What follows belongs to an exercise in optimizing a design on an open flow for small area; a production flow would make more cautious choices.
The RTL was checked by simulation tests, not by an equivalence proof against the original design.

[config.mk]
export PLATFORM = sky130hd
export DESIGN_NAME = pid
export DESIGN_NICKNAME = pid
export VERILOG_FILES = /design/flow/design.v
export SDC_FILE = /design/flow/constraint.sdc
export NUM_CORES = 4
export LEC_CHECK = 0
export CAP_MARGIN = 20
export CORE_MARGIN = 2
export CORE_UTILIZATION = 75
export CTS_BUF_LIST = sky130_fd_sc_hd__clkbuf_8
export SLEW_MARGIN = 20
export SYNTH_HIERARCHICAL = 1
[constraint.sdc]
create_clock -name core_clock -period 12.0 [get_ports {clock}]
set_input_delay 2.4000 -clock core_clock [delete_from_list [all_inputs] [get_ports {clock}]]
set_output_delay 2.4000 -clock core_clock [all_outputs]
set_load 0.01 [all_outputs]
[design.v]
module pid_fa (input a, input b, input c, output s, output co);
    assign s  = a ^ b ^ c;
    assign co = (a & b) | (a & c) | (b & c);
endmodule
module pid_ha (input a, input b, output s, output co);
    assign s  = a ^ b;
    assign co = a & b;
endmodule
module pid(
    input               reset_n,             
    input               clock,               
    input       [11:0]  target_angle,
    input       [11:0]  current_angle,
    input               pwm_enable,
    input               pwm_done,
    input               i2c_rd_done,
    input               angle_update,
    input               abort_angle,
    input               enable_stall_chk,
    output              stalled,
    input       [7:0]   kp,
    input       [3:0]   ki,
    input       [3:0]   kd,
    output      [15:0]  debug_signals,
    output reg          angle_done,
    output reg          pwm_update,
    output reg  [7:0]   pwm_ratio,
    output reg          pwm_direction
);
localparam          IDLE    = 2'b00;
localparam          ACCEL   = 2'b01;
localparam          CRUISE  = 2'b10;
localparam          DECEL   = 2'b11;
reg     [1:0]       state;
reg     [5:0]       curr_step;
reg                 rd_done, i2c_rd_done_ff;
reg     [11:0]      delta_angle;         
reg     [2:0]       seq;                 
reg     [12:0]      e;
reg                 ez;
wire    [11:0]      diff = e[11:0];
wire    [3:0]       kdz  = kd & {4{~ez}};
assign stalled = 1'b0;
assign debug_signals = {7'b0, curr_step, pwm_direction, state};
wire    [11:0]      diff_in;
wire    [12:0]      e_new;
wire    [11:0]      orp;
assign orp[0] = 1'b0;
genvar gi;
generate for (gi = 1; gi < 12; gi = gi + 1) begin : g_orp
    assign orp[gi] = orp[gi-1] | diff[gi-1];
end endgenerate
wire                dmin_dir = ~diff[11] | ~orp[11];
wire    [11:0]      dmin     = diff ^ (orp & {12{~dmin_dir}});
wire                c = (|kdz) & ~e[12];
wire    [3:0]       kv = c ? kdz - 4'd1 : kdz;
wire    [23:13]     x;
    wire ds413;
    wire dc414;
    assign ds413 = current_angle[0] ^ target_angle[0];
    assign dc414 = current_angle[0] | ~target_angle[0];
    wire ds415;
    wire dc416;
    pid_fa u_ds415 (.a(current_angle[1]), .b(~target_angle[1]), .c(dc414), .s(ds415), .co(dc416));
    wire ds417;
    wire dc418;
    pid_fa u_ds417 (.a(current_angle[2]), .b(~target_angle[2]), .c(dc416), .s(ds417), .co(dc418));
    wire ds419;
    wire dc420;
    pid_fa u_ds419 (.a(current_angle[3]), .b(~target_angle[3]), .c(dc418), .s(ds419), .co(dc420));
    wire ds421;
    wire dc422;
    pid_fa u_ds421 (.a(current_angle[4]), .b(~target_angle[4]), .c(dc420), .s(ds421), .co(dc422));
    wire ds423;
    wire dc424;
    pid_fa u_ds423 (.a(current_angle[5]), .b(~target_angle[5]), .c(dc422), .s(ds423), .co(dc424));
    wire ds425;
    wire dc426;
    pid_fa u_ds425 (.a(current_angle[6]), .b(~target_angle[6]), .c(dc424), .s(ds425), .co(dc426));
    wire ds427;
    wire dc428;
    pid_fa u_ds427 (.a(current_angle[7]), .b(~target_angle[7]), .c(dc426), .s(ds427), .co(dc428));
    wire ds429;
    wire dc430;
    pid_fa u_ds429 (.a(current_angle[8]), .b(~target_angle[8]), .c(dc428), .s(ds429), .co(dc430));
    wire ds431;
    wire dc432;
    pid_fa u_ds431 (.a(current_angle[9]), .b(~target_angle[9]), .c(dc430), .s(ds431), .co(dc432));
    wire ds433;
    wire dc434;
    pid_fa u_ds433 (.a(current_angle[10]), .b(~target_angle[10]), .c(dc432), .s(ds433), .co(dc434));
    wire ds435;
    wire dc436;
    pid_fa u_ds435 (.a(current_angle[11]), .b(~target_angle[11]), .c(dc434), .s(ds435), .co(dc436));
    assign diff_in = {ds435, ds433, ds431, ds429, ds427, ds425, ds423, ds421, ds419, ds417, ds415, ds413};
    wire fs437;
    wire fc438;
    assign fs437 = dmin[0] ^ delta_angle[0];
    assign fc438 = ~dmin[0] | delta_angle[0];
    wire fs439;
    wire fc440;
    pid_fa u_fs439 (.a(~dmin[1]), .b(delta_angle[1]), .c(fc438), .s(fs439), .co(fc440));
    wire fs441;
    wire fc442;
    pid_fa u_fs441 (.a(~dmin[2]), .b(delta_angle[2]), .c(fc440), .s(fs441), .co(fc442));
    wire fs443;
    wire fc444;
    pid_fa u_fs443 (.a(~dmin[3]), .b(delta_angle[3]), .c(fc442), .s(fs443), .co(fc444));
    wire fs445;
    wire fc446;
    pid_fa u_fs445 (.a(~dmin[4]), .b(delta_angle[4]), .c(fc444), .s(fs445), .co(fc446));
    wire fs447;
    wire fc448;
    pid_fa u_fs447 (.a(~dmin[5]), .b(delta_angle[5]), .c(fc446), .s(fs447), .co(fc448));
    wire fs449;
    wire fc450;
    pid_fa u_fs449 (.a(~dmin[6]), .b(delta_angle[6]), .c(fc448), .s(fs449), .co(fc450));
    wire fs451;
    wire fc452;
    pid_fa u_fs451 (.a(~dmin[7]), .b(delta_angle[7]), .c(fc450), .s(fs451), .co(fc452));
    wire fs453;
    wire fc454;
    pid_fa u_fs453 (.a(~dmin[8]), .b(delta_angle[8]), .c(fc452), .s(fs453), .co(fc454));
    wire fs455;
    wire fc456;
    pid_fa u_fs455 (.a(~dmin[9]), .b(delta_angle[9]), .c(fc454), .s(fs455), .co(fc456));
    wire fs457;
    wire fc458;
    pid_fa u_fs457 (.a(~dmin[10]), .b(delta_angle[10]), .c(fc456), .s(fs457), .co(fc458));
    wire fs459;
    wire fc460;
    pid_fa u_fs459 (.a(~dmin[11]), .b(delta_angle[11]), .c(fc458), .s(fs459), .co(fc460));
    assign e_new = {fc460, ~fs459, ~fs457, ~fs455, ~fs453, ~fs451, ~fs449, ~fs447, ~fs445, ~fs443, ~fs441, ~fs439, ~fs437};
    wire p1;
    assign p1 = ~(kp[0] & delta_angle[0]);
    wire p2;
    assign p2 = ~(kp[0] & delta_angle[1]);
    wire p3;
    assign p3 = ~(kp[0] & delta_angle[2]);
    wire p4;
    assign p4 = ~(kp[0] & delta_angle[3]);
    wire p5;
    assign p5 = ~(kp[0] & delta_angle[4]);
    wire p6;
    assign p6 = ~(kp[0] & delta_angle[5]);
    wire p7;
    assign p7 = ~(kp[0] & delta_angle[6]);
    wire p8;
    assign p8 = ~(kp[0] & delta_angle[7]);
    wire p9;
    assign p9 = ~(kp[0] & delta_angle[8]);
    wire p10;
    assign p10 = ~(kp[0] & delta_angle[9]);
    wire p11;
    assign p11 = ~(kp[0] & delta_angle[10]);
    wire p12;
    assign p12 = ~(kp[1] & delta_angle[0]);
    wire p13;
    assign p13 = ~(kp[1] & delta_angle[1]);
    wire p14;
    assign p14 = ~(kp[1] & delta_angle[2]);
    wire p15;
    assign p15 = ~(kp[1] & delta_angle[3]);
    wire p16;
    assign p16 = ~(kp[1] & delta_angle[4]);
    wire p17;
    assign p17 = ~(kp[1] & delta_angle[5]);
    wire p18;
    assign p18 = ~(kp[1] & delta_angle[6]);
    wire p19;
    assign p19 = ~(kp[1] & delta_angle[7]);
    wire p20;
    assign p20 = ~(kp[1] & delta_angle[8]);
    wire p21;
    assign p21 = ~(kp[1] & delta_angle[9]);
    wire p22;
    assign p22 = ~((kp[1] & delta_angle[10]) | (kp[0] & delta_angle[11]));
    wire p23;
    assign p23 = ~(kp[2] & delta_angle[0]);
    wire p24;
    assign p24 = ~(kp[2] & delta_angle[1]);
    wire p25;
    assign p25 = ~(kp[2] & delta_angle[2]);
    wire p26;
    assign p26 = ~(kp[2] & delta_angle[3]);
    wire p27;
    assign p27 = ~(kp[2] & delta_angle[4]);
    wire p28;
    assign p28 = ~(kp[2] & delta_angle[5]);
    wire p29;
    assign p29 = ~(kp[2] & delta_angle[6]);
    wire p30;
    assign p30 = ~(kp[2] & delta_angle[7]);
    wire p31;
    assign p31 = ~(kp[2] & delta_angle[8]);
    wire p32;
    assign p32 = ~(kp[2] & delta_angle[9]);
    wire p33;
    assign p33 = ~((kp[2] & delta_angle[10]) | (kp[1] & delta_angle[11]));
    wire p34;
    assign p34 = ~(kp[3] & delta_angle[0]);
    wire p35;
    assign p35 = ~(kp[3] & delta_angle[1]);
    wire p36;
    assign p36 = ~(kp[3] & delta_angle[2]);
    wire p37;
    assign p37 = ~(kp[3] & delta_angle[3]);
    wire p38;
    assign p38 = ~(kp[3] & delta_angle[4]);
    wire p39;
    assign p39 = ~(kp[3] & delta_angle[5]);
    wire p40;
    assign p40 = ~(kp[3] & delta_angle[6]);
    wire p41;
    assign p41 = ~(kp[3] & delta_angle[7]);
    wire p42;
    assign p42 = ~(kp[3] & delta_angle[8]);
    wire p43;
    assign p43 = ~(kp[3] & delta_angle[9]);
    wire p44;
    assign p44 = ~((kp[3] & delta_angle[10]) | (kp[2] & delta_angle[11]));
    wire p45;
    assign p45 = ~(kp[4] & delta_angle[0]);
    wire p46;
    assign p46 = ~(kp[4] & delta_angle[1]);
    wire p47;
    assign p47 = ~(kp[4] & delta_angle[2]);
    wire p48;
    assign p48 = ~(kp[4] & delta_angle[3]);
    wire p49;
    assign p49 = ~(kp[4] & delta_angle[4]);
    wire p50;
    assign p50 = ~(kp[4] & delta_angle[5]);
    wire p51;
    assign p51 = ~(kp[4] & delta_angle[6]);
    wire p52;
    assign p52 = ~(kp[4] & delta_angle[7]);
    wire p53;
    assign p53 = ~(kp[4] & delta_angle[8]);
    wire p54;
    assign p54 = ~(kp[4] & delta_angle[9]);
    wire p55;
    assign p55 = ~((kp[4] & delta_angle[10]) | (kp[3] & delta_angle[11]));
    wire p56;
    assign p56 = ~(kp[5] & delta_angle[0]);
    wire p57;
    assign p57 = ~(kp[5] & delta_angle[1]);
    wire p58;
    assign p58 = ~(kp[5] & delta_angle[2]);
    wire p59;
    assign p59 = ~(kp[5] & delta_angle[3]);
    wire p60;
    assign p60 = ~(kp[5] & delta_angle[4]);
    wire p61;
    assign p61 = ~(kp[5] & delta_angle[5]);
    wire p62;
    assign p62 = ~(kp[5] & delta_angle[6]);
    wire p63;
    assign p63 = ~(kp[5] & delta_angle[7]);
    wire p64;
    assign p64 = ~(kp[5] & delta_angle[8]);
    wire p65;
    assign p65 = ~(kp[5] & delta_angle[9]);
    wire p66;
    assign p66 = ~((kp[5] & delta_angle[10]) | (kp[4] & delta_angle[11]));
    wire p67;
    assign p67 = ~(kp[6] & delta_angle[0]);
    wire p68;
    assign p68 = ~(kp[6] & delta_angle[1]);
    wire p69;
    assign p69 = ~(kp[6] & delta_angle[2]);
    wire p70;
    assign p70 = ~(kp[6] & delta_angle[3]);
    wire p71;
    assign p71 = ~(kp[6] & delta_angle[4]);
    wire p72;
    assign p72 = ~(kp[6] & delta_angle[5]);
    wire p73;
    assign p73 = ~(kp[6] & delta_angle[6]);
    wire p74;
    assign p74 = ~(kp[6] & delta_angle[7]);
    wire p75;
    assign p75 = ~(kp[6] & delta_angle[8]);
    wire p76;
    assign p76 = ~(kp[6] & delta_angle[9]);
    wire p77;
    assign p77 = ~((kp[6] & delta_angle[10]) | (kp[5] & delta_angle[11]));
    wire p78;
    assign p78 = ~(kp[7] & delta_angle[0]);
    wire p79;
    assign p79 = ~(kp[7] & delta_angle[1]);
    wire p80;
    assign p80 = ~(kp[7] & delta_angle[2]);
    wire p81;
    assign p81 = ~(kp[7] & delta_angle[3]);
    wire p82;
    assign p82 = ~(kp[7] & delta_angle[4]);
    wire p83;
    assign p83 = ~(kp[7] & delta_angle[5]);
    wire p84;
    assign p84 = ~(kp[7] & delta_angle[6]);
    wire p85;
    assign p85 = ~(kp[7] & delta_angle[7]);
    wire p86;
    assign p86 = ~(kp[7] & delta_angle[8]);
    wire p87;
    assign p87 = ~(kp[7] & delta_angle[9]);
    wire p88;
    assign p88 = ~((kp[7] & delta_angle[10]) | (kp[6] & delta_angle[11]));
    wire p89;
    assign p89 = ~(kp[7] & delta_angle[11]);
    wire q90;
    assign q90 = ~(kdz[0] & e[0]);
    wire q91;
    assign q91 = ~(kdz[0] & e[1]);
    wire q92;
    assign q92 = ~(kdz[0] & e[2]);
    wire q93;
    assign q93 = ~(kdz[0] & e[3]);
    wire q94;
    assign q94 = ~(kdz[0] & e[4]);
    wire q95;
    assign q95 = ~(kdz[0] & e[5]);
    wire q96;
    assign q96 = ~(kdz[0] & e[6]);
    wire q97;
    assign q97 = ~(kdz[0] & e[7]);
    wire q98;
    assign q98 = ~(kdz[0] & e[8]);
    wire q99;
    assign q99 = ~(kdz[0] & e[9]);
    wire q100;
    assign q100 = ~(kdz[0] & e[10]);
    wire q101;
    assign q101 = ~(kdz[0] & e[11]);
    wire q102;
    assign q102 = kdz[0] & e[12];
    wire q103;
    assign q103 = ~(kdz[1] & e[0]);
    wire q104;
    assign q104 = ~(kdz[1] & e[1]);
    wire q105;
    assign q105 = ~(kdz[1] & e[2]);
    wire q106;
    assign q106 = ~(kdz[1] & e[3]);
    wire q107;
    assign q107 = ~(kdz[1] & e[4]);
    wire q108;
    assign q108 = ~(kdz[1] & e[5]);
    wire q109;
    assign q109 = ~(kdz[1] & e[6]);
    wire q110;
    assign q110 = ~(kdz[1] & e[7]);
    wire q111;
    assign q111 = ~(kdz[1] & e[8]);
    wire q112;
    assign q112 = ~(kdz[1] & e[9]);
    wire q113;
    assign q113 = ~(kdz[1] & e[10]);
    wire q114;
    assign q114 = ~(kdz[1] & e[11]);
    wire q115;
    assign q115 = kdz[1] & e[12];
    wire q116;
    assign q116 = ~(kdz[2] & e[0]);
    wire q117;
    assign q117 = ~(kdz[2] & e[1]);
    wire q118;
    assign q118 = ~(kdz[2] & e[2]);
    wire q119;
    assign q119 = ~(kdz[2] & e[3]);
    wire q120;
    assign q120 = ~(kdz[2] & e[4]);
    wire q121;
    assign q121 = ~(kdz[2] & e[5]);
    wire q122;
    assign q122 = ~(kdz[2] & e[6]);
    wire q123;
    assign q123 = ~(kdz[2] & e[7]);
    wire q124;
    assign q124 = ~(kdz[2] & e[8]);
    wire q125;
    assign q125 = ~(kdz[2] & e[9]);
    wire q126;
    assign q126 = ~(kdz[2] & e[10]);
    wire q127;
    assign q127 = ~(kdz[2] & e[11]);
    wire q128;
    assign q128 = kdz[2] & e[12];
    wire q129;
    assign q129 = ~(kdz[3] & e[0]);
    wire q130;
    assign q130 = ~(kdz[3] & e[1]);
    wire q131;
    assign q131 = ~(kdz[3] & e[2]);
    wire q132;
    assign q132 = ~(kdz[3] & e[3]);
    wire q133;
    assign q133 = ~(kdz[3] & e[4]);
    wire q134;
    assign q134 = ~(kdz[3] & e[5]);
    wire q135;
    assign q135 = ~(kdz[3] & e[6]);
    wire q136;
    assign q136 = ~(kdz[3] & e[7]);
    wire q137;
    assign q137 = ~(kdz[3] & e[8]);
    wire q138;
    assign q138 = ~(kdz[3] & e[9]);
    wire q139;
    assign q139 = ~(kdz[3] & e[10]);
    wire q140;
    assign q140 = ~(kdz[3] & e[11]);
    wire q141;
    assign q141 = kdz[3] & e[12];
    wire s142;
    wire k143;
    pid_fa u_s142 (.a(q91), .b(q103), .c(~kv[1]), .s(s142), .co(k143));
    wire s144;
    wire k145;
    pid_fa u_s144 (.a(q92), .b(q104), .c(q116), .s(s144), .co(k145));
    wire s146;
    wire k147;
    pid_fa u_s146 (.a(~kv[2]), .b(s144), .c(k143), .s(s146), .co(k147));
    wire s148;
    wire k149;
    pid_fa u_s148 (.a(q93), .b(q105), .c(q117), .s(s148), .co(k149));
    wire s150;
    wire k151;
    pid_fa u_s150 (.a(q129), .b(k145), .c(s148), .s(s150), .co(k151));
    wire s152;
    wire k153;
    pid_fa u_s152 (.a(~kv[3]), .b(s150), .c(k147), .s(s152), .co(k153));
    wire s154;
    wire k155;
    pid_fa u_s154 (.a(p1), .b(q94), .c(q106), .s(s154), .co(k155));
    wire s156;
    wire k157;
    pid_fa u_s156 (.a(q118), .b(q130), .c(k149), .s(s156), .co(k157));
    wire s158;
    wire k159;
    pid_fa u_s158 (.a(s154), .b(k151), .c(s156), .s(s158), .co(k159));
    wire s160;
    wire k161;
    pid_fa u_s160 (.a(p2), .b(p12), .c(q95), .s(s160), .co(k161));
    wire s162;
    wire k163;
    pid_fa u_s162 (.a(q107), .b(q119), .c(q131), .s(s162), .co(k163));
    wire s164;
    wire k165;
    pid_fa u_s164 (.a(k155), .b(s160), .c(s162), .s(s164), .co(k165));
    wire s166;
    wire k167;
    pid_fa u_s166 (.a(k157), .b(s164), .c(k159), .s(s166), .co(k167));
    wire s168;
    wire k169;
    pid_fa u_s168 (.a(p3), .b(p13), .c(p23), .s(s168), .co(k169));
    wire s170;
    wire k171;
    pid_fa u_s170 (.a(q96), .b(q108), .c(q120), .s(s170), .co(k171));
    wire s172;
    wire k173;
    pid_fa u_s172 (.a(q132), .b(k161), .c(k163), .s(s172), .co(k173));
    wire s174;
    wire k175;
    pid_fa u_s174 (.a(s168), .b(s170), .c(k165), .s(s174), .co(k175));
    wire s176;
    wire k177;
    pid_fa u_s176 (.a(s172), .b(s174), .c(k167), .s(s176), .co(k177));
    wire s178;
    wire k179;
    pid_fa u_s178 (.a(p4), .b(p14), .c(p24), .s(s178), .co(k179));
    wire s180;
    wire k181;
    pid_fa u_s180 (.a(p34), .b(q97), .c(q109), .s(s180), .co(k181));
    wire s182;
    wire k183;
    pid_fa u_s182 (.a(q121), .b(q133), .c(k169), .s(s182), .co(k183));
    wire s184;
    wire k185;
    pid_fa u_s184 (.a(k171), .b(s178), .c(s180), .s(s184), .co(k185));
    wire s186;
    wire k187;
    pid_fa u_s186 (.a(k173), .b(s182), .c(s184), .s(s186), .co(k187));
    wire s188;
    wire k189;
    pid_fa u_s188 (.a(k175), .b(s186), .c(k177), .s(s188), .co(k189));
    wire s190;
    wire k191;
    pid_fa u_s190 (.a(p5), .b(p15), .c(p25), .s(s190), .co(k191));
    wire s192;
    wire k193;
    pid_fa u_s192 (.a(p35), .b(p45), .c(q98), .s(s192), .co(k193));
    wire s194;
    wire k195;
    pid_fa u_s194 (.a(q110), .b(q122), .c(q134), .s(s194), .co(k195));
    wire s196;
    wire k197;
    pid_fa u_s196 (.a(k179), .b(k181), .c(s190), .s(s196), .co(k197));
    wire s198;
    wire k199;
    pid_fa u_s198 (.a(s192), .b(s194), .c(k183), .s(s198), .co(k199));
    wire s200;
    wire k201;
    pid_fa u_s200 (.a(k185), .b(s196), .c(s198), .s(s200), .co(k201));
    wire s202;
    wire k203;
    pid_fa u_s202 (.a(k187), .b(s200), .c(k189), .s(s202), .co(k203));
    wire s204;
    wire k205;
    pid_fa u_s204 (.a(p6), .b(p16), .c(p26), .s(s204), .co(k205));
    wire s206;
    wire k207;
    pid_fa u_s206 (.a(p36), .b(p46), .c(p56), .s(s206), .co(k207));
    wire s208;
    wire k209;
    pid_fa u_s208 (.a(q99), .b(q111), .c(q123), .s(s208), .co(k209));
    wire s210;
    wire k211;
    pid_fa u_s210 (.a(q135), .b(k191), .c(k193), .s(s210), .co(k211));
    wire s212;
    wire k213;
    pid_fa u_s212 (.a(k195), .b(s204), .c(s206), .s(s212), .co(k213));
    wire s214;
    wire k215;
    pid_fa u_s214 (.a(s208), .b(k197), .c(s210), .s(s214), .co(k215));
    wire s216;
    wire k217;
    pid_fa u_s216 (.a(s212), .b(k199), .c(s214), .s(s216), .co(k217));
    wire s218;
    wire k219;
    pid_fa u_s218 (.a(k201), .b(s216), .c(k203), .s(s218), .co(k219));
    wire s220;
    wire k221;
    pid_fa u_s220 (.a(p7), .b(p17), .c(p27), .s(s220), .co(k221));
    wire s222;
    wire k223;
    pid_fa u_s222 (.a(p37), .b(p47), .c(p57), .s(s222), .co(k223));
    wire s224;
    wire k225;
    pid_fa u_s224 (.a(p67), .b(q100), .c(q112), .s(s224), .co(k225));
    wire s226;
    wire k227;
    pid_fa u_s226 (.a(q124), .b(q136), .c(k205), .s(s226), .co(k227));
    wire s228;
    wire k229;
    pid_fa u_s228 (.a(k207), .b(k209), .c(s220), .s(s228), .co(k229));
    wire s230;
    wire k231;
    pid_fa u_s230 (.a(s222), .b(s224), .c(k211), .s(s230), .co(k231));
    wire s232;
    wire k233;
    pid_fa u_s232 (.a(k213), .b(s226), .c(s228), .s(s232), .co(k233));
    wire s234;
    wire k235;
    pid_fa u_s234 (.a(k215), .b(s230), .c(s232), .s(s234), .co(k235));
    wire s236;
    wire k237;
    pid_fa u_s236 (.a(k217), .b(s234), .c(k219), .s(s236), .co(k237));
    wire s238;
    wire k239;
    pid_fa u_s238 (.a(p8), .b(p18), .c(p28), .s(s238), .co(k239));
    wire s240;
    wire k241;
    pid_fa u_s240 (.a(p38), .b(p48), .c(p58), .s(s240), .co(k241));
    wire s242;
    wire k243;
    pid_fa u_s242 (.a(p68), .b(p78), .c(q101), .s(s242), .co(k243));
    wire s244;
    wire k245;
    pid_fa u_s244 (.a(q113), .b(q125), .c(q137), .s(s244), .co(k245));
    wire s246;
    wire k247;
    pid_fa u_s246 (.a(k221), .b(k223), .c(k225), .s(s246), .co(k247));
    wire s248;
    wire k249;
    pid_fa u_s248 (.a(s238), .b(s240), .c(s242), .s(s248), .co(k249));
    wire s250;
    wire k251;
    pid_fa u_s250 (.a(s244), .b(k227), .c(k229), .s(s250), .co(k251));
    wire s252;
    wire k253;
    pid_fa u_s252 (.a(s246), .b(s248), .c(k231), .s(s252), .co(k253));
    wire s254;
    wire k255;
    pid_fa u_s254 (.a(k233), .b(s250), .c(s252), .s(s254), .co(k255));
    wire s256;
    wire k257;
    pid_fa u_s256 (.a(k235), .b(s254), .c(k237), .s(s256), .co(k257));
    wire s258;
    wire k259;
    pid_ha u_s258 (.a(p9), .b(p19), .s(s258), .co(k259));
    wire s260;
    wire k261;
    pid_fa u_s260 (.a(p29), .b(p39), .c(p49), .s(s260), .co(k261));
    wire s262;
    wire k263;
    pid_fa u_s262 (.a(p59), .b(p69), .c(p79), .s(s262), .co(k263));
    wire s264;
    wire k265;
    pid_fa u_s264 (.a(q102), .b(q114), .c(q126), .s(s264), .co(k265));
    wire s266;
    wire k267;
    pid_fa u_s266 (.a(q138), .b(s258), .c(k239), .s(s266), .co(k267));
    wire s268;
    wire k269;
    pid_fa u_s268 (.a(k241), .b(k243), .c(k245), .s(s268), .co(k269));
    wire s270;
    wire k271;
    pid_fa u_s270 (.a(s260), .b(s262), .c(s264), .s(s270), .co(k271));
    wire s272;
    wire k273;
    pid_fa u_s272 (.a(k247), .b(k249), .c(s266), .s(s272), .co(k273));
    wire s274;
    wire k275;
    pid_fa u_s274 (.a(s268), .b(s270), .c(k251), .s(s274), .co(k275));
    wire s276;
    wire k277;
    pid_fa u_s276 (.a(s272), .b(k253), .c(s274), .s(s276), .co(k277));
    wire s278;
    wire k279;
    pid_fa u_s278 (.a(k255), .b(s276), .c(k257), .s(s278), .co(k279));
    wire s280;
    wire k281;
    pid_fa u_s280 (.a(p10), .b(p20), .c(p30), .s(s280), .co(k281));
    wire s282;
    wire k283;
    pid_fa u_s282 (.a(p40), .b(p50), .c(p60), .s(s282), .co(k283));
    wire s284;
    wire k285;
    pid_fa u_s284 (.a(p70), .b(p80), .c(q115), .s(s284), .co(k285));
    wire s286;
    wire k287;
    pid_fa u_s286 (.a(q127), .b(q139), .c(k259), .s(s286), .co(k287));
    wire s288;
    wire k289;
    pid_fa u_s288 (.a(k261), .b(k263), .c(k265), .s(s288), .co(k289));
    wire s290;
    wire k291;
    pid_fa u_s290 (.a(s280), .b(s282), .c(s284), .s(s290), .co(k291));
    wire s292;
    wire k293;
    pid_fa u_s292 (.a(s286), .b(k267), .c(k269), .s(s292), .co(k293));
    wire s294;
    wire k295;
    pid_fa u_s294 (.a(k271), .b(s288), .c(s290), .s(s294), .co(k295));
    wire s296;
    wire k297;
    pid_fa u_s296 (.a(k273), .b(s292), .c(s294), .s(s296), .co(k297));
    wire s298;
    wire k299;
    pid_fa u_s298 (.a(k275), .b(s296), .c(k277), .s(s298), .co(k299));
    wire s300;
    wire k301;
    pid_fa u_s300 (.a(p11), .b(p21), .c(p31), .s(s300), .co(k301));
    wire s302;
    wire k303;
    pid_fa u_s302 (.a(p41), .b(p51), .c(p61), .s(s302), .co(k303));
    wire s304;
    wire k305;
    pid_fa u_s304 (.a(p71), .b(p81), .c(q128), .s(s304), .co(k305));
    wire s306;
    wire k307;
    pid_fa u_s306 (.a(q140), .b(k281), .c(k283), .s(s306), .co(k307));
    wire s308;
    wire k309;
    pid_fa u_s308 (.a(k285), .b(s300), .c(s302), .s(s308), .co(k309));
    wire s310;
    wire k311;
    pid_fa u_s310 (.a(s304), .b(k287), .c(k289), .s(s310), .co(k311));
    wire s312;
    wire k313;
    pid_fa u_s312 (.a(k291), .b(s306), .c(s308), .s(s312), .co(k313));
    wire s314;
    wire k315;
    pid_fa u_s314 (.a(k293), .b(s310), .c(k295), .s(s314), .co(k315));
    wire s316;
    wire k317;
    pid_fa u_s316 (.a(s312), .b(k297), .c(s314), .s(s316), .co(k317));
    wire s318;
    wire k319;
    pid_fa u_s318 (.a(p22), .b(p32), .c(p42), .s(s318), .co(k319));
    wire s320;
    wire k321;
    pid_fa u_s320 (.a(p52), .b(p62), .c(p72), .s(s320), .co(k321));
    wire s322;
    wire k323;
    pid_fa u_s322 (.a(p82), .b(q141), .c(k301), .s(s322), .co(k323));
    wire s324;
    wire k325;
    pid_fa u_s324 (.a(k303), .b(k305), .c(s318), .s(s324), .co(k325));
    wire s326;
    wire k327;
    pid_fa u_s326 (.a(s320), .b(k307), .c(k309), .s(s326), .co(k327));
    wire s328;
    wire k329;
    pid_fa u_s328 (.a(s322), .b(s324), .c(k311), .s(s328), .co(k329));
    wire s330;
    wire k331;
    pid_fa u_s330 (.a(k313), .b(s326), .c(s328), .s(s330), .co(k331));
    wire s332;
    wire k333;
    pid_fa u_s332 (.a(k315), .b(s330), .c(k317), .s(s332), .co(k333));
    wire s334;
    wire k335;
    pid_ha u_s334 (.a(p33), .b(p43), .s(s334), .co(k335));
    wire s336;
    wire k337;
    pid_fa u_s336 (.a(p53), .b(p63), .c(p73), .s(s336), .co(k337));
    wire s338;
    wire k339;
    pid_fa u_s338 (.a(p83), .b(s334), .c(k319), .s(s338), .co(k339));
    wire s340;
    wire k341;
    pid_fa u_s340 (.a(k321), .b(s336), .c(k323), .s(s340), .co(k341));
    wire s342;
    wire k343;
    pid_fa u_s342 (.a(k325), .b(s338), .c(k327), .s(s342), .co(k343));
    wire s344;
    wire k345;
    pid_fa u_s344 (.a(s340), .b(k329), .c(s342), .s(s344), .co(k345));
    wire s346;
    wire k347;
    pid_fa u_s346 (.a(k331), .b(s344), .c(k333), .s(s346), .co(k347));
    wire s348;
    wire k349;
    pid_ha u_s348 (.a(p44), .b(p54), .s(s348), .co(k349));
    wire s350;
    wire k351;
    pid_fa u_s350 (.a(p64), .b(p74), .c(p84), .s(s350), .co(k351));
    wire s352;
    wire k353;
    pid_fa u_s352 (.a(k335), .b(s348), .c(k337), .s(s352), .co(k353));
    wire s354;
    wire k355;
    pid_fa u_s354 (.a(s350), .b(k339), .c(s352), .s(s354), .co(k355));
    wire s356;
    wire k357;
    pid_fa u_s356 (.a(k341), .b(s354), .c(k343), .s(s356), .co(k357));
    wire s358;
    wire k359;
    pid_fa u_s358 (.a(k345), .b(s356), .c(k347), .s(s358), .co(k359));
    wire s360;
    wire k361;
    pid_ha u_s360 (.a(p55), .b(p65), .s(s360), .co(k361));
    wire s362;
    wire k363;
    pid_fa u_s362 (.a(p75), .b(p85), .c(k349), .s(s362), .co(k363));
    wire s364;
    wire k365;
    pid_fa u_s364 (.a(s360), .b(k351), .c(s362), .s(s364), .co(k365));
    wire s366;
    wire k367;
    pid_fa u_s366 (.a(k353), .b(s364), .c(k355), .s(s366), .co(k367));
    wire s368;
    wire k369;
    pid_fa u_s368 (.a(s366), .b(k357), .c(k359), .s(s368), .co(k369));
    wire s370;
    wire k371;
    pid_ha u_s370 (.a(p66), .b(p76), .s(s370), .co(k371));
    wire s372;
    wire k373;
    pid_fa u_s372 (.a(p86), .b(k361), .c(s370), .s(s372), .co(k373));
    wire s374;
    wire k375;
    pid_fa u_s374 (.a(k363), .b(s372), .c(k365), .s(s374), .co(k375));
    wire s376;
    wire k377;
    pid_fa u_s376 (.a(s374), .b(k367), .c(k369), .s(s376), .co(k377));
    wire s378;
    wire k379;
    pid_ha u_s378 (.a(p77), .b(p87), .s(s378), .co(k379));
    wire s380;
    wire k381;
    pid_fa u_s380 (.a(k371), .b(s378), .c(k373), .s(s380), .co(k381));
    wire s382;
    wire k383;
    pid_fa u_s382 (.a(s380), .b(k375), .c(k377), .s(s382), .co(k383));
    wire s384;
    wire k385;
    pid_ha u_s384 (.a(p88), .b(k379), .s(s384), .co(k385));
    wire s386;
    wire k387;
    pid_fa u_s386 (.a(s384), .b(k381), .c(k383), .s(s386), .co(k387));
    wire s388;
    wire k389;
    pid_ha u_s388 (.a(p89), .b(k385), .s(s388), .co(k389));
    wire y390;
    assign y390 = ~q90 & kv[0];
    wire y391;
    assign y391 = ~s142 & y390;
    wire y392;
    assign y392 = ~s146 & y391;
    wire y393;
    assign y393 = ~s152 & y392;
    wire y394;
    assign y394 = (~k153 & ~s158) | (y393 & (~k153 | ~s158));
    wire y395;
    assign y395 = ~s166 & y394;
    wire y396;
    assign y396 = ~s176 & y395;
    wire y397;
    assign y397 = ~s188 & y396;
    wire y398;
    assign y398 = ~s202 & y397;
    wire y399;
    assign y399 = ~s218 & y398;
    wire y400;
    assign y400 = ~s236 & y399;
    wire y401;
    assign y401 = ~s256 & y400;
    wire y402;
    assign y402 = ~s278 & y401;
    assign x[13] = ~k279 ^ ~s298 ^ y402;
    wire y403;
    assign y403 = (~k279 & ~s298) | (y402 & (~k279 | ~s298));
    assign x[14] = ~k299 ^ ~s316 ^ y403;
    wire y404;
    assign y404 = (~k299 & ~s316) | (y403 & (~k299 | ~s316));
    assign x[15] = ~s332 ^ y404;
    wire y405;
    assign y405 = ~s332 & y404;
    assign x[16] = ~s346 ^ y405;
    wire y406;
    assign y406 = ~s346 & y405;
    assign x[17] = ~s358 ^ y406;
    wire y407;
    assign y407 = ~s358 & y406;
    assign x[18] = ~s368 ^ y407;
    wire y408;
    assign y408 = ~s368 & y407;
    assign x[19] = ~s376 ^ y408;
    wire y409;
    assign y409 = ~s376 & y408;
    assign x[20] = ~s382 ^ y409;
    wire y410;
    assign y410 = ~s382 & y409;
    assign x[21] = ~s386 ^ y410;
    wire y411;
    assign y411 = ~s386 & y410;
    assign x[22] = ~k387 ^ ~s388 ^ y411;
    wire y412;
    assign y412 = (~k387 & ~s388) | (y411 & (~k387 | ~s388));
    assign x[23] = 1'b1 ^ ~k389 ^ y412;
wire    [10:0]      xx = {x[23] ^ c, x[22:13]};
reg     [1:0]       sh;
always @(*) begin
    if(state == ACCEL)
        sh = (curr_step < 6'd3) ? 2'd3 : (curr_step < 6'd5) ? 2'd2 :
             (curr_step < 6'd7) ? 2'd1 : 2'd0;
    else if(state == DECEL)
        sh = (delta_angle > 12'd30) ? 2'd1 : (delta_angle > 12'd20) ? 2'd2 :
             (delta_angle > 12'd10) ? 2'd1 : 2'd0;
    else
        sh = 2'd0;
end
wire    [9:0]       xs1 = sh[0] ? xx[10:1] : xx[9:0];
wire    [7:0]       rsel = sh[1] ? xs1[9:2] : xs1[7:0];
always @(posedge clock) begin
    if(seq == 3'd1)
        e <= {1'b0, diff_in};
    else if(seq == 3'd6)
        e <= e_new;
end
always @(negedge reset_n or posedge clock) begin
    if(~reset_n) begin
        angle_done          <= 1'b0;
        pwm_update          <= 1'b0;
        ez                  <= 1'b1;
        rd_done             <= 1'b0;
        i2c_rd_done_ff      <= 1'b0;
        state               <= IDLE;
        curr_step           <= 6'b0;
        pwm_ratio           <= 8'b0;
        seq                 <= 3'd0;
        delta_angle         <= 12'b0;
        pwm_direction       <= 1'b0;
    end
    else begin
        i2c_rd_done_ff  <= i2c_rd_done;
        rd_done         <= !i2c_rd_done_ff & i2c_rd_done;
        if(seq != 3'd0 || rd_done)
            seq <= seq + 3'd1;
        if(seq == 3'd6) begin
            delta_angle   <= dmin;
            pwm_direction <= dmin_dir;
            ez            <= 1'b0;
        end
        else if(rd_done)
            ez            <= 1'b1;
        case (state)
            IDLE: begin
                if(angle_update) begin
                    state       <= ACCEL;
                    angle_done  <= 1'b0;
                end
                pwm_update  <= 1'b0;
                curr_step   <= 6'b0;
                pwm_ratio   <= 8'b0;
            end
            ACCEL: begin
                if(~pwm_enable)
                    state <= IDLE;
                pwm_update  <= 1'b1;
                if(rd_done) begin
                    pwm_ratio <= rsel;
                    if(curr_step != 6'b111111)
                        curr_step <= curr_step + 6'b1;
                    else
                        state <= CRUISE;
                end
            end
            CRUISE: begin
                if(~pwm_enable)
                    state <= IDLE;
                if(delta_angle < 12'd40)
                    state <= DECEL;
                pwm_ratio <= rsel;
            end
            DECEL: begin
                if(~pwm_enable)
                    state <= IDLE;
                pwm_ratio <= rsel;
                if(delta_angle <= 12'd20 && delta_angle > 12'd10) begin
                    state       <= IDLE;
                    angle_done  <= 1'b1;
                end
            end
        endcase
    end
end
endmodule
[flow/run.sh]
#!/bin/bash
set -euo pipefail
bash standard.sh BUFFER_PORTS_ARGS="-buffer_cell sky130_fd_sc_hd__buf_1" finish > flow_make.log 2>&1
[standard.sh]
#!/bin/bash
# synth_recipe.tcl (not shown) runs the flow's synth.tcl, then flattens the netlist and writes it again
# the make line also repeats each setting of config.mk as NAME=value (left out here)
make -C /OpenROAD-flow-scripts/flow DESIGN_CONFIG=/design/flow/config.mk WORK_HOME=/design/flow/orfs CLKGATE_MAP_FILE= SYNTH_SCRIPT=/design/flow/synth_recipe.tcl "${@:-finish}"
==> Implementation_results.wiki, run 1 <==
{| class="wikitable"
! Metric !! Value
|-
| Launch point of the worst reg-to-reg path || ez
|-
| Arrival time at the worst endpoint || 10.59 ns
|-
| Post-synthesis async set-or-reset flop share || 74.0%
|-
| Number of buffer cells added on primary ports || 60
|-
| Clock sink total || 50
|-
| Final ANT Viol Nets || 0
|-
| Number of instances in the synthesized netlist || 653
|-
| Share of layout cells above drive strength 1 || 4.24%
|-
| Postcts setup bufs || 0
|-
| Synth Area per Inst || 10.2 um^2
|-
| Origin of the worst min-delay path || i2c_rd_done_ff
|-
| Count of unique library cells instantiated by Yosys || 55
|-
| Crit start category || input port
|-
| Capture endpoint of the worst hold path || rd_done
|-
| Highest achievable clock rate || 0.0964 GHz
|-
| Largest net degree at the start of global routing || 38
|-
| Sequential element share of the synthesized area || 19.7%
|-
| Detailed Route WL || 14.8 mm
|-
| TritonCTS clock tree || yes
|-
| Worst-case clock skew || 0.00950 ns
|-
| Area fraction in compound gates after synthesis || 7.60%
|-
| Initial DRC Count || 295
|-
| Highest-count cells in the layout ignoring fill and taps || nand2_1, fa_1, buf_1, inv_1, dfrtp_1
|-
| TNS Setup || 0 ns
|-
| Fraction of post-synthesis cell area in the top cell type by area || 42.4%
|-
| Unrepaired setup endpoints after global routing || no
|-
| Worst-path clk slew || 0.09 ns
|-
| H-tree Lvls || 2
|-
| Longest Clk Path Bufs || 2
|-
| DR WL/cell || 18.7 um
|-
| Crit-path most repeated cell || fa_1
|-
| Non-filler cells, final || 792
|-
| Most common cell after layout, fill and taps aside || nand2_1
|-
| Area after DPL || 6850 um^2
|-
| Max-slew violation total from the final report || 0
|-
| Core region area || 8680 um^2
|-
| Via-per-instance ratio || 6.16
|-
| Synthesis Warnings || 7
|-
| Peak per-stage delay on the critical path || 0.52 ns
|-
| Area overhead of the layout relative to synthesis || 4.34%
|-
| Final-layout worst hold slack || 0.406 ns
|-
| Type of the worst min-delay path || reg -> reg
|-
| Cells taking the most area after synthesis || fa_1, dfrtp_1, nand2_1
|-
| Initial antenna violation count || 0
|-
| Library cell used as clock root buffer || clkbuf_8
|-
| Die height || 98.2 um
|-
| Worst path required time || 12.21 ns
|-
| Final setup violation count || 0
|-
| Worst-Margin Slew || 0.970 ns
|-
| Total number of vias || 4876
|-
| Insertion delay of the later-clocked pin in the worst-skew pair || 0.31 ns
|-
| Cell count of the worst hold path || 1
|-
| Depth of the worst register-to-register path || 31
|-
| Minimum clock period after layout || 10.38 ns
|-
| Number of ports placed on the die boundary || 76
|-
| CP max stage cell || fa_1
|-
| Weighted congestion reported at the end of routability-driven placement || 0.913
|-
| Row count || 34
|-
| Number of nets in the final layout || 896
|-
| Path type of the worst setup path || in -> reg
|-
| Xor-xnor portion of the synthesized cell area || 2.22%
|-
| Worst relative slew slack || 35.3%
|-
| Drt drc || 0
|-
| Overall global routing resource usage || 33.4%
|-
| Detailed-router iteration count before antenna repair || 7
|-
| Global-route congestion overflow total || 0
|-
| Cell accounting for the most synthesized area || fa_1
|-
| Routing layer with the top usage in global route || met2
|-
| Die Width || 98.2 um
|-
| Count of cells resized by post-cts repair || 0
|-
| Endpoint class of the critical path || flop
|-
| Die Area || 9640 um^2
|-
| Outcome || timing/DRC/antenna clean
|-
| Area share of and/or/nand/nor cells after synthesis || 15.0%
|-
| CTS Hold Bufs || 0
|-
| First-pass GRT wire length || 25.1 mm
|-
| Detailed placement HPWL || 11.4 mm
|-
| Post-route fraction of the period consumed by the critical path || 86.5%
|-
| Number of buffers created by CTS || 5
|-
| Max-Cap Viols || 0
|-
| Multiplexer fraction of the synthesized cell area || 2.69%
|-
| # fillers || 559
|-
| Final antenna diode count || 0
|-
| Summed instance area of the synthesized netlist || 6650 um^2
|-
| Vias in the first global route || 5393
|-
| Dominant combinational cell family by area after synthesis || adder cells
|-
| Predominant post-synthesis flop cell || dfrtp_1
|-
| Count of final hold-check violations || 0
|-
| Reg2reg end || pwm_ratio[7]
|-
| Total placed cells including tap cells || 784
|-
| Critical-path maximum fanout || 13
|-
| GR met1 Demand/Resource || 42.5%
|-
| Number of enable flip-flop cells after synthesis || 12
|-
| Worst R2R Setup Slack || 3.33 ns
|-
| Number of flip-flops and latches in the synthesized netlist || 50
|-
| Met2 layer usage reported by global route || 58.3%
|-
| Post-synthesis share of cell area spent on full adders, half adders and majority gates || 47.1%
|-
| Final std cell area, no fill || 6940 um^2
|-
| GRT met3 Usage || 6.30%
|-
| Effective utilization at floorplan || 76.7%
|}
## stage by stage
step / setup WS, ns / utilization [%]
after global placement: 1.48 / 79.0
after floorplan: 1.62 / -
after global routing: 1.27 / 80.0
after detailed placement: 1.35 / 79.0
final: 1.62 / 80.0
after CTS: 1.62 / 80.0
## worst max-delay path, delay by kind of cell
kind / cells / cell delay, ns
adder cells (fa/ha/maj): 21 / 6.78
AND/OR/NAND/NOR: 4 / 0.39
XOR/XNOR: 2 / 0.35
buffers and inverters: 3 / 0.32
AO/OA/AOI/OAI: 1 / 0.22
multiplexers: 1 / 0.10
## cell usage after synthesis, types with 4 or more instances
cell type	instances
mux2i_1	10
nor4_1	4
buf_1	4
nor2_1	23
dfrtp_1	36
edfxtp_1	12
mux2_2	7
inv_1	38
buf_2	4
o21ai_0	25
xnor2_1	4
ha_1	24
nand2_1	169
nand3_1	8
a22oi_1	8
o221ai_1	5
xor2_1	11
a21oi_1	19
fa_1	141
nor2b_1	9
nand2b_1	7
clkbuf_1	32
buf_4	9
## cell type report
| type | instances | area (um^2) | share of cell area [%] |
|---|---|---|---|
| Tap cell | 108 | 135 | 1.95 |
| Multi-Input combinational cell | 522 | 4990 | 72.0 |
| Clock inverter | 2 | 7.51 | 0.108 |
| Timing Repair Buffer | 66 | 272 | 3.91 |
| Sequential cell | 50 | 1310 | 18.8 |
| Inverter | 38 | 143 | 2.05 |
| Clock buffer | 6 | 82.6 | 1.19 |
## worst max path at each step
stage,startpoint,to,cells past startpoint
6_report,kd[0],pwm_ratio[7],32
5_1_grt,kd[2],pwm_ratio[7],32
4_1_cts,kd[0],pwm_ratio[7],32
3_5_place_dp,kd[0],pwm_ratio[7],32
3_3_place_gp,kd[2],pwm_ratio[7],32
2_1_floorplan,kd[2],pwm_ratio[7],32
## flip-flops by register name, indices dropped and copies added, names as in the netlist
signal          flops
state               2
seq                 3
curr_step           6
delta_angle        12
rd_done             1
ez                  1
pwm_update          1
i2c_rd_done_ff      1
pwm_ratio           8
angle_done          1
pwm_direction       1
e                  13
## modules after synthesis (local to each module, per instance)
| module | cells | copies in the design | flops+latches | area (um^2) |
|---|---|---|---|---|
| pid_ha | 1 | 8 | 0 | 12.5 |
| pid_fa | 1 | 138 | 0 | 20.0 |
| pid | 507 | 1 | 50 | 3790 |
## metal layers
metal | part of all wire (%) | routed length (um)
met1 | 37 | 5530
met2 | 53 | 7800
met3 | 6.9 | 1030
met4 | 3.1 | 467
met5 | 0 | 0
## logic make-up (layout without fill, tap and decap cells)
family / count (synthesis) / after routing
AOI/OAI and AO/OA: 81 / 81
xor gates and xnor gates: 16 / 16
adders and majority gates: 166 / 166
buffers and inverters: 88 / 112
DFF: 50 / 50
muxes: 17 / 17
other: 1 / 8
and+or+nand+nor: 234 / 234
==> run 2, diff against run 1 <==
--- a/config.mk
+++ b/config.mk
@@ -8,5 +8,5 @@
 export CAP_MARGIN = 20
 export CORE_MARGIN = 2
-export CORE_UTILIZATION = 75
+export CORE_UTILIZATION = 40
 export CTS_BUF_LIST = sky130_fd_sc_hd__clkbuf_8
 export SLEW_MARGIN = 20
==> run 2 against run 1 <==
Core utilization is 37 points lower. Clock skew rose by 0.0039 ns. Hold slack hardly changed. Non-clock buffer count rose by 1. Largest cell class unchanged. Highest routed layer unchanged.
==> Implementation_results.wiki, run 2 <==
{| class="wikitable"
! Metric !! Value
|-
| Outcome || timing/DRC/antenna clean
|-
| Max-Cap Viols || 0 (unchanged)
|-
| Non-filler cells, final || 905 (+14%)
|-
| Fraction of post-synthesis cell area in the top cell type by area || 42.4% (unchanged)
|-
| Summed instance area of the synthesized netlist || 6650 um^2 (unchanged)
|-
| Largest net degree at the start of global routing || 38 (unchanged)
|-
| First-pass GRT wire length || 27.1 mm (+7.8%)
|-
| Longest Clk Path Bufs || 2 (unchanged)
|-
| Crit start category || input port
|-
| Die Width || 133 um (+35%)
|-
| Top routing layer in use || met4
|-
| TritonCTS clock tree || yes
|-
| Worst slack after detailed placement || 1.02 ns (-0.334 ns)
|-
| Synth Area per Inst || 10.2 um^2 (unchanged)
|-
| Sequential element share of the synthesized area || 19.7% (unchanged)
|-
| Global-route congestion overflow total || 0 (unchanged)
|-
| Max-slew violation total from the final report || 0 (unchanged)
|-
| Top reg by flops || e
|-
| Most instantiated library cell after synthesis || nand2_1
|-
| Final std cell area, no fill || 7110 um^2 (+2.4%)
|-
| Die Area || 17700 um^2 (+83%)
|-
| Flip-flop count of the largest register after layout || 13 (unchanged)
|-
| Library cell used as clock root buffer || clkbuf_8
|-
| Total placed cells including tap cells || 897 (+14%)
|-
| Total number of vias || 4821 (-1.1%)
|-
| Worst-path clk slew || 0.10 ns (about the same)
|-
| Final antenna diode count || 0 (unchanged)
|-
| Most common cell after layout, fill and taps aside || nand2_1
|-
| Detailed Route WL || 15.8 mm (+6.5%)
|-
| Cell accounting for the most synthesized area || fa_1
|-
| Unrepaired setup endpoints after global routing || no
|-
| Routed metal-1 wirelength || 6.86 mm (+24%)
|-
| Synthesis Warnings || 7 (unchanged)
|-
| CP max stage cell || fa_1
|-
| Predominant post-synthesis flop cell || dfrtp_1
|-
| Number of enable flip-flop cells after synthesis || 12 (unchanged)
|-
| CTS Hold Bufs || 0 (unchanged)
|-
| DR WL/cell || 17.5 um (-6.8%)
|-
| Final setup violation count || 0 (unchanged)
|-
| Drt drc || 0 (unchanged)
|-
| Number of buffer cells added on primary ports || 60 (unchanged)
|-
| Wire length on met2 || 7.77 mm (-0.45%)
|-
| Met3 WL || 917 um (-11%)
|-
| Minimum clock period after layout || 10.58 ns (+0.199 ns)
|-
| Worst-Margin Slew || 0.918 ns (-0.0517 ns)
|-
| Number of ports placed on the die boundary || 76 (unchanged)
|-
| Insertion delay of the later-clocked pin in the worst-skew pair || 0.32 ns (about the same)
|-
| Critical-path maximum fanout || 7 (-6)
|-
| Clock sink total || 50 (unchanged)
|-
| Overall global routing resource usage || 19.4% (-14 points)
|-
| Area after DPL || 7000 um^2 (+2.2%)
|-
| Most instantiated cells after synthesis || nand2_1, fa_1, inv_1, dfrtp_1, clkbuf_1
|-
| Endpoint class of the critical path || flop
|-
| Area overhead of the layout relative to synthesis || 6.85%
|-
| Count of final hold-check violations || 0 (unchanged)
|-
| TNS Setup || 0 ns (unchanged)
|-
| Highest-count cells in the layout ignoring fill and taps || nand2_1, fa_1, buf_1, inv_1, dfrtp_1
|-
| Type of the worst min-delay path || reg -> reg
|-
| Initial antenna violation count || 0 (unchanged)
|-
| Vias in the first global route || 5304 (-1.7%)
|-
| Core region area || 16400 um^2 (+89%)
|-
| Number of instances in the synthesized netlist || 653 (unchanged)
|-
| Detailed-router iteration count before antenna repair || 5 (-2)
|-
| Final ANT Viol Nets || 0 (unchanged)
|-
| H-tree Lvls || 2 (unchanged)
|-
| Number of buffers created by CTS || 5 (unchanged)
|-
| Worst path required time || 12.23 ns (+0.02 ns)
|-
| Via-per-instance ratio || 5.33 (-13%)
|-
| Weighted congestion reported at the end of routability-driven placement || 0.861 (-5.7%)
|-
| Initial DRC Count || 251 (-15%)
|-
| Cells taking the most area after synthesis || fa_1, dfrtp_1, nand2_1
|-
| Count of unique library cells instantiated by Yosys || 55 (unchanged)
|-
| Number of flip-flops and latches in the synthesized netlist || 50 (unchanged)
|-
| Detailed placement HPWL || 12.4 mm (+8.9%)
|-
| Arrival time at the worst endpoint || 10.81 ns (+0.22 ns)
|-
| Postcts setup bufs || 0 (unchanged)
|-
| Post-synthesis async set-or-reset flop share || 74.0% (unchanged)
|-
| Post-route fraction of the period consumed by the critical path || 88.1% (+1.7 points)
|-
| Smallest setup slack after layout || 1.42 ns (-0.199 ns)
|-
| Number of nets in the final layout || 897 (+0.11%)
|-
| Worst relative slew slack || 38.8% (+3.4 points)
|-
| Path type of the worst setup path || in -> reg
|-
| Effective utilization at floorplan || 40.5% (-36 points)
|-
| Share of layout cells above drive strength 1 || 4.53% (+0.29 points)
|-
| Worst-case clock skew || 0.0134 ns (+0.00390 ns)
|-
| Highest achievable clock rate || 0.0946 GHz (-1.9%)
|-
| Crit-path most repeated cell || fa_1
|-
| Die height || 133 um (+35%)
|-
| Peak per-stage delay on the critical path || 0.50 ns (-0.02 ns)
|-
| Row count || 47 (+38%)
|-
| Registers with the most flip-flops || e: 13 flops, delta_angle: 12 flops, pwm_ratio: 8 flops
|-
| Count of cells resized by post-cts repair || 0 (unchanged)
|}
==> run 2: cell families after synthesis <==
group,after synthesis,share of synthesized area [%]
multiplexers,17,2.69
other,1,0.0564
XOR/XNOR,16,2.22
AND/OR/NAND/NOR,234,15.0
adder cells (fa/ha/maj),166,47.1
flip-flops,50,19.7
AO/OA/AOI/OAI,81,7.60
buffers and inverters,88,5.66
==> run 2: layout make-up <==
cell class,count,area [um^2]
Fill cell,1594,9300
Multi-Input combinational cell,522,4990
Sequential cell,50,1310
Timing Repair Buffer,67,279
Tap cell,220,275
Inverter,38,143
Clock buffer,5,68.8
Clock inverter,3,40.0
==> run 2: path summary, 6_finish.rpt <==
check	slack, ns	cells past startpoint	to	startpoint
worst max-delay path	1.42	31	pwm_ratio[7]	kd[1]
worst min-delay path	0.41	1	rd_done	i2c_rd_done_ff
worst min register to register	0.41	1	rd_done	i2c_rd_done_ff
worst max register to register	3.15	30	pwm_ratio[7]	ez
max in group asynchronous	9.22	1	delta_angle[3]	reset_n
min in group asynchronous	2.20	1	pwm_ratio[2]	reset_n
==> run 2: per-module statistics from Yosys (local to each module, per instance) <==
| module | area, um^2 | cells inside | flip-flops and latches | copies in the design |
|---|---|---|---|---|
| pid | 3790 | 507 | 50 | 1 |
| pid_fa | 20.0 | 1 | 0 | 138 |
| pid_ha | 12.5 | 1 | 0 | 8 |
==> run 2: through the flow <==
stage / utilization, % / hold slack, ns
6_report: 43.3 / 0.407
5_1_grt: 43.3 / 0.431
4_1_cts: 43.3 / 0.413
3_5_place_dp: 42.7 / 0.398
3_3_place_gp: 42.7 / 0.385
2_1_floorplan: - / 0.378
==> run 2: metal layers <==
metal | track usage (%) | vias to the layer above
met5 | 0 | -
met4 | 4.24 | 0
met3 | 2.95 | 23
met2 | 32.4 | 183
met1 | 27.0 | 2484
li1 | - | 2131
==> run 2: worst max-delay path: cells and delay by family <==
| family | cells | cell delay (ns) |
|---|---|---|
| AOI/OAI and AO/OA | 1 | 0.20 |
| xor gates and xnor gates | 2 | 0.36 |
| adders and majority gates | 21 | 6.85 |
| buffers and inverters | 2 | 0.12 |
| muxes | 1 | 0.09 |
| and+or+nand+nor | 4 | 0.78 |
==> run 3, diff against run 2 <==
--- a/config.mk
+++ b/config.mk
@@ -8,5 +8,5 @@
 export CAP_MARGIN = 20
 export CORE_MARGIN = 2
-export CORE_UTILIZATION = 40
+export CORE_UTILIZATION = 60
 export CTS_BUF_LIST = sky130_fd_sc_hd__clkbuf_8
 export SLEW_MARGIN = 20
==> run 3 against run 2 <==
Sequential cell count did not move. First-iteration DRC count rose by 22%. Non-clock buffer count fell by 1. Critical endpoint unchanged. Register-to-register slack improved by 0.20 ns. Hold slack got worse by 0.0017 ns. Clock skew fell by 0.0043 ns. Routed wire length fell by 7.1%. Via count fell by 1.5%. Final cell count fell by 9.0%.
==> Implementation_results.wiki, run 3 <==
{| class="wikitable"
! Metric !! Value
|-
| Synthesis Warnings || 7 (unchanged)
|-
| Area overhead of the layout relative to synthesis || 4.97%
|-
| Number of buffers created by CTS || 5 (unchanged)
|-
| Final antenna diode count || 0 (unchanged)
|-
| Critical-path maximum fanout || 13 (+6)
|-
| Detailed-router iteration count before antenna repair || 4 (-1)
|-
| Worst-Margin Slew || 0.866 ns (-0.0524 ns)
|-
| Crit start category || input port
|-
| Most common cell after layout, fill and taps aside || nand2_1
|-
| Highest achievable clock rate || 0.0965 GHz (+2.1%)
|-
| Synth Area per Inst || 10.2 um^2 (unchanged)
|-
| Peak per-stage delay on the critical path || 0.52 ns (+0.02 ns)
|-
| Worst R2R Setup Slack || 3.35 ns (+0.20 ns)
|-
| Clock sink total || 50 (unchanged)
|-
| Drt drc || 0 (unchanged)
|-
| Highest-count cells in the layout ignoring fill and taps || nand2_1, fa_1, buf_1, inv_1, dfrtp_1
|-
| Post-synthesis share of cell area spent on full adders, half adders and majority gates || 47.1% (unchanged)
|-
| Detailed Route WL || 14.7 mm (-7.1%)
|-
| Largest net degree at the start of global routing || 38 (unchanged)
|-
| Summed instance area of the synthesized netlist || 6650 um^2 (unchanged)
|-
| Share of layout cells above drive strength 1 || 4.39% (-0.14 points)
|-
| Detailed placement HPWL || 11.5 mm (-7.5%)
|-
| Die Width || 109 um (-18%)
|-
| Number of nets in the final layout || 896 (-0.11%)
|-
| Worst relative slew slack || 42.3% (+3.5 points)
|-
| DR WL/cell || 17.8 um (+2.0%)
|-
| Type of the worst min-delay path || reg -> reg
|-
| Final ANT Viol Nets || 0 (unchanged)
|-
| Xor-xnor portion of the synthesized cell area || 2.22% (unchanged)
|-
| Dominant combinational cell family by area after synthesis || adder cells
|-
| Number of enable flip-flop cells after synthesis || 12 (unchanged)
|-
| Sequential element share of the synthesized area || 19.7% (unchanged)
|-
| Area fraction in compound gates after synthesis || 7.60% (unchanged)
|-
| Via-per-instance ratio || 5.76 (+8.1%)
|-
| Number of ports placed on the die boundary || 76 (unchanged)
|-
| Fraction of post-synthesis cell area in the top cell type by area || 42.4% (unchanged)
|-
| Cell accounting for the most synthesized area || fa_1
|-
| H-tree Lvls || 2 (unchanged)
|-
| Max-slew violation total from the final report || 0 (unchanged)
|-
| Top reg by flops || e
|-
| CP max stage cell || fa_1
|-
| Count of unique library cells instantiated by Yosys || 55 (unchanged)
|-
| # fillers || 930 (-42%)
|-
| Cells taking the most area after synthesis || fa_1, dfrtp_1, nand2_1
|-
| Initial antenna violation count || 0 (unchanged)
|-
| First-pass GRT wire length || 24.5 mm (-9.5%)
|-
| Max-Cap Viols || 0 (unchanged)
|-
| Multiplexer fraction of the synthesized cell area || 2.69% (unchanged)
|-
| Post-route fraction of the period consumed by the critical path || 86.4% (-1.8 points)
|-
| Worst-case clock skew || 0.00911 ns (-0.00430 ns)
|-
| Crit-path most repeated cell || fa_1
|-
| Weighted congestion reported at the end of routability-driven placement || 0.825 (-4.2%)
|-
| Unrepaired setup endpoints after global routing || no
|-
| TNS Setup || 0 ns (unchanged)
|-
| Endpoint class of the critical path || flop
|-
| Worst path required time || 12.21 ns (-0.02 ns)
|-
| Arrival time at the worst endpoint || 10.57 ns (-0.24 ns)
|-
| Die height || 109 um (-18%)
|-
| Crit path buf inv count || 3 (+1)
|-
| Vias in the first global route || 4970 (-6.3%)
|-
| Initial DRC Count || 306 (+22%)
|-
| Predominant post-synthesis flop cell || dfrtp_1
|-
| Core region area || 10800 um^2 (-34%)
|-
| Count of cells resized by post-cts repair || 0 (unchanged)
|-
| Top Family by Delay on Critical Path || adder cells
|-
| Global-route congestion overflow total || 0 (unchanged)
|-
| Longest Clk Path Bufs || 2 (unchanged)
|-
| CTS Hold Bufs || 0 (unchanged)
|-
| Worst-path clk slew || 0.09 ns (about the same)
|-
| Count of final hold-check violations || 0 (unchanged)
|-
| Insertion delay of the later-clocked pin in the worst-skew pair || 0.30 ns (-0.02 ns)
|-
| Path type of the worst setup path || in -> reg
|-
| Registers with the most flip-flops || e: 13 flops, delta_angle: 12 flops, pwm_ratio: 8 flops
|-
| Number of instances in the synthesized netlist || 653 (unchanged)
|-
| Minimum clock period after layout || 10.36 ns (-0.213 ns)
|-
| TritonCTS clock tree || yes
|-
| Most instantiated library cell after synthesis || nand2_1
|-
| Post-synthesis async set-or-reset flop share || 74.0% (unchanged)
|-
| Number of flip-flops and latches in the synthesized netlist || 50 (unchanged)
|-
| Row count || 38 (-19%)
|-
| Overall global routing resource usage || 26.8% (+7.4 points)
|-
| Outcome || timing/DRC/antenna clean
|-
| Number of buffer cells added on primary ports || 60 (unchanged)
|-
| Most instantiated cells after synthesis || nand2_1, fa_1, inv_1, dfrtp_1, clkbuf_1
|-
| Postcts setup bufs || 0 (unchanged)
|-
| Total number of vias || 4747 (-1.5%)
|-
| Effective utilization at floorplan || 61.4% (+21 points)
|-
| Final setup violation count || 0 (unchanged)
|-
| Die Area || 11900 um^2 (-32%)
|-
| Smallest setup slack after layout || 1.64 ns (+0.213 ns)
|-
| Area share of and/or/nand/nor cells after synthesis || 15.0% (unchanged)
|-
| Flip-flop count of the largest register after layout || 13 (unchanged)
|-
| Library cell used as clock root buffer || clkbuf_8
|-
| Worst slack after detailed placement || 1.31 ns (+0.298 ns)
|}
==> run 3: layout make-up <==
type / count / area, um^2 / area share [%]
clock buffer: 6 / 82.6 / 1.18
multi-input combinational: 522 / 4990 / 71.5
tap: 140 / 175 / 2.51
timing repair buffer: 66 / 272 / 3.89
clock inverter: 2 / 8.76 / 0.125
sequential: 50 / 1310 / 18.7
inverter: 38 / 143 / 2.04
==> run 3: kinds of logic after synthesis <==
logic type	after synthesis
and+or+nand+nor	234
adders and majority gates	166
buffers and inverters	88
AOI/OAI and AO/OA	81
DFF	50
muxes	17
xor gates and xnor gates	16
other	1
==> run 3: per-stage QoR <==
stage	hold slack [ns]	utilization [%]	cell area, um^2	instances
2_1_floorplan	0.378	-	6680	660
3_3_place_gp	0.384	63.6	6890	816
3_5_place_dp	0.397	63.6	6890	816
4_1_cts	0.411	64.4	6980	824
5_1_grt	0.436	64.4	6980	824
6_report	0.405	64.4	6980	824
==> run 3: metal layers <==
layer | track usage [%] | vias to the layer above | share of wire (%)
met5 | 0 | - | 0
met4 | 3.80 | 0 | 0.87
met3 | 4.15 | 12 | 5.2
met2 | 47.4 | 134 | 52
met1 | 36.2 | 2468 | 42
li1 | - | 2133 | -
==> run 3: per-module statistics from Yosys (local to each module, per instance) <==
module  cells  flops+latches
pid_ha      1              0
pid_fa      1              0
pid       507             50
==> run 3: path summary, 6_finish.rpt <==
check	from	to	depth (start not counted)
worst min-delay path	i2c_rd_done_ff	rd_done	1
worst min register to register	i2c_rd_done_ff	rd_done	1
worst max register to register	ez	pwm_ratio[7]	31
max in group asynchronous	reset_n	delta_angle[4]	1
worst max-delay path	kd[0]	pwm_ratio[7]	32
min in group asynchronous	reset_n	curr_step[5]	1

## what the ideal ports hide
No port has a modelled driver above. Below, the same layouts with a new extraction and two added sets of constraints. Step 1 sets driving cells, clkbuf_16 on the clock port and buf_2 on the other inputs (assumed; they add their load-dependent delay and slew). Step 2 also shifts input and output timing later by t, the mid clock arrival at the registers, as if the neighbouring blocks saw the same clock. a / b / c = ideal / step 1 / step 2; a / b = the first two.
| run | t (ns) | setup slack, ns | worst setup path after step 2 | worst register clock-pin slew, ns |
|---|---|---|---|---|
| run 1 | 0.334 | 1.623 / 1.606 / 1.272 | input to register | 0.09 / 0.09 |
| run 2 | 0.349 | 1.424 / 1.434 / 1.085 | input to register | 0.10 / 0.10 |
| run 3 | 0.326 | 1.637 / 1.623 / 1.297 | input to register | 0.09 / 0.09 |
After both steps every run listed still meets setup and hold. For run 1, which loses most, drivers alone change the setup slack by -0.017 ns; drivers and shift together by -0.351 ns.
